Background: an optimization exercise with open tools, aiming at small area, a short achievable clock period and few clock cycles per item. Do not read the settings as production practice.
In this exercise RTL edits were held to simulation tests only and were not proved equivalent to the original.

== the baseline ==
## k_nn
module k_nn #(
    parameter NUMBER_ELEMENTS = 6,
    parameter DATA_WIDTH = 32,
    parameter CLASS_WIDTH = 8,
    parameter NS = 4
)(
    input  wire                     clk,
    input  wire                     rst,  
    output reg                      m_axis_tvalid,
    input  wire                     m_axis_tready,
    output wire [DATA_WIDTH-1:0]    m_axis_tdata,
    output reg                      m_axis_tlast,
    input  wire                     s_axis_tvalid,
    output wire                     s_axis_tready,
    input  wire [DATA_WIDTH-1:0]    s_axis_tdata,
    input  wire                     s_axis_tlast,
    output wire [DATA_WIDTH-1:0]    distance_result
);
    function [NS-1:0] rot (input [NS-1:0] p);
        rot = {p[NS-2:0], p[NS-1]};
    endfunction
    wire        p_v;
    wire [16:0] p_d;
    reg  [16:0] m_d;
    reg  [5:0]  ko;           
    wire        out_free = !m_axis_tvalid || m_axis_tready;
    wire        commit   = p_v && out_free;
    wire        flush    = p_v && !out_free;
    always @(posedge clk) begin
        if (!rst)
            m_axis_tvalid <= 1'b0;
        else if (out_free)
            m_axis_tvalid <= p_v;
    end
    always @(posedge clk) begin
        if (commit) begin
            m_d          <= p_d;
            m_axis_tlast <= ko[5];
        end
    end
    assign m_axis_tdata = {{(DATA_WIDTH-17){1'b0}}, m_d};
    reg  [31:0] slot [0:NS-1];
    reg  [NS-1:0] wr, com, iss;
    reg  [2:0]  ia, used;
    reg  [5:0]  ik;
    reg         s_rdy;
    reg  [31:0] cur;
    integer c;
    always @(*) begin
  ...
export LEC_CHECK = 0
export ABC_CLOCK_PERIOD_IN_PS = 1900
export CAP_MARGIN = 20
export CORE_MARGIN = 2
export CORE_UTILIZATION = 40
export CTS_CLUSTER_DIAMETER = 120
export CTS_CLUSTER_SIZE = 26
export SLEW_MARGIN = 20
create_clock -name core_clock -period 9.0 [get_ports {clk}]
standard.sh (not shown) runs the stock make flow with config.mk's settings and CLKGATE_MAP_FILE= SYNTH_SCRIPT=/design/flow/synth_recipe.tcl, a recipe that flattens the netlist after the stock synthesis.
==> flow/flow/run.sh <==
#!/bin/bash
# Standard ORFS layout (the standard.sh, unchanged synthesis), with the
# resizer's setup repair aimed below the 9 ns clock: repair_timing keeps
# working until setup slack reaches SETUP_SLACK_MARGIN.
set -euo pipefail
bash standard.sh SETUP_SLACK_MARGIN=${MARGIN:-5.9} finish > standard.log 2>&1
Testbench counts of the baseline, summed over its fixed seeds: cycles 7,832, queries 1,280.
Edits applied to the flow inputs when going from the baseline to the candidate:
- CORE_UTILIZATION changed from 40 to 55
Findings:
The candidate finished end to end and its layout was clean on timing, DRC and antenna.
Per the comparison of the candidate with the baseline, max-slew headroom at the worst pin lost 3.7 points; design area lost 160 um^2.
Summary of the candidate over the baseline: total global routing track utilization now larger.

========
Another version of the RTL of k_nn (not shown whole).
For scale: roughly 3500 cells after synthesis, roughly 930 flip-flops, roughly 100 I/O pins, ~41000 sq um of cells after synthesis.
Settings: LEC_CHECK=0, ABC_CLOCK_PERIOD_IN_PS=1900, CAP_MARGIN=20, CORE_MARGIN=2, CORE_UTILIZATION=40, CTS_CLUSTER_DIAMETER=120, CTS_CLUSTER_SIZE=29, SLEW_MARGIN=20; clock period 9.0 ns.
Scripts as last shown in full above: flow/flow/run.sh
Testbench counts at the start, summed over its fixed seeds: cycles 7,832, queries 1,280.
==> next run, changes <==
--- a/flow/flow/run.sh
+++ b/flow/flow/run.sh
@@ -6 +6 @@
-bash standard.sh SETUP_SLACK_MARGIN=${MARGIN:-5.9} finish > standard.log 2>&1
+bash standard.sh SETUP_SLACK_MARGIN=${MARGIN:-5.75} finish > standard.log 2>&1
--- a/flow/config.mk
+++ b/flow/config.mk
@@ -13 +13 @@
-export CTS_CLUSTER_SIZE = 29
+export CTS_CLUSTER_SIZE = 26
=>
- The new run passed the timing, DRC and antenna checks
- cell count went down by 0.34%
- global-route usage hardly moves
- worst setup slack loses 130 ps
- die area stays the same
- synthesized area stays the same
- wire length decreases by 1.0%
- via count is about the same
==> next run, changes <==
--- a/flow/flow/run.sh
+++ b/flow/flow/run.sh
@@ -6 +6 @@
-bash standard.sh SETUP_SLACK_MARGIN=${MARGIN:-5.75} finish > standard.log 2>&1
+bash standard.sh SETUP_SLACK_MARGIN=${MARGIN:-5.9} finish > standard.log 2>&1
What happened: Setup slack is better by 120 ps; final area rose slightly; routed wire length grows slightly; sequential cell count stays the same; core utilization rose by 0.34 points; final cell count climbs slightly.

[re-timing with driven ports]
The results above use ideal ports. As a check the final layouts listed here were re-extracted and re-timed, cells and wires unchanged. Step 1, drivers: a clkbuf_16 drives clk and a buf_2 each remaining input, both assumed. Step 2 moves the port delays by t, midway between the first and last clock arrival at a register: inputs arrive t later, outputs are due t later. That takes back most of the time a late clock gives input paths. Slacks: ideal ports / drivers / drivers and shift; pairs: ideal ports / drivers.
| run | shift t [ns] | slack for setup (ns) | clock arrival spread, ns | pins driven straight from the clock port |
|---|---|---|---|---|
| the baseline | 0.672 | 5.910 / 5.869 / 5.335 | 0.039 / 0.040 | 1 |
| the candidate | 0.655 | 5.944 / 5.878 / 5.411 | 0.030 / 0.030 | 1 |
| the first run of note 2 | 0.676 | 5.950 / 5.897 / 5.317 | 0.029 / 0.029 | 1 |
| the second run of note 2 | 0.665 | 5.818 / 5.764 / 5.193 | 0.044 / 0.044 | 1 |
| the third run of note 2 | 0.673 | 5.937 / 5.893 / 5.308 | 0.044 / 0.044 | 1 |
After both steps setup and hold are still met in every run listed. For the first run of note 2, which loses most, drivers alone change the setup slack by -0.053 ns; drivers and shift together by -0.633 ns.
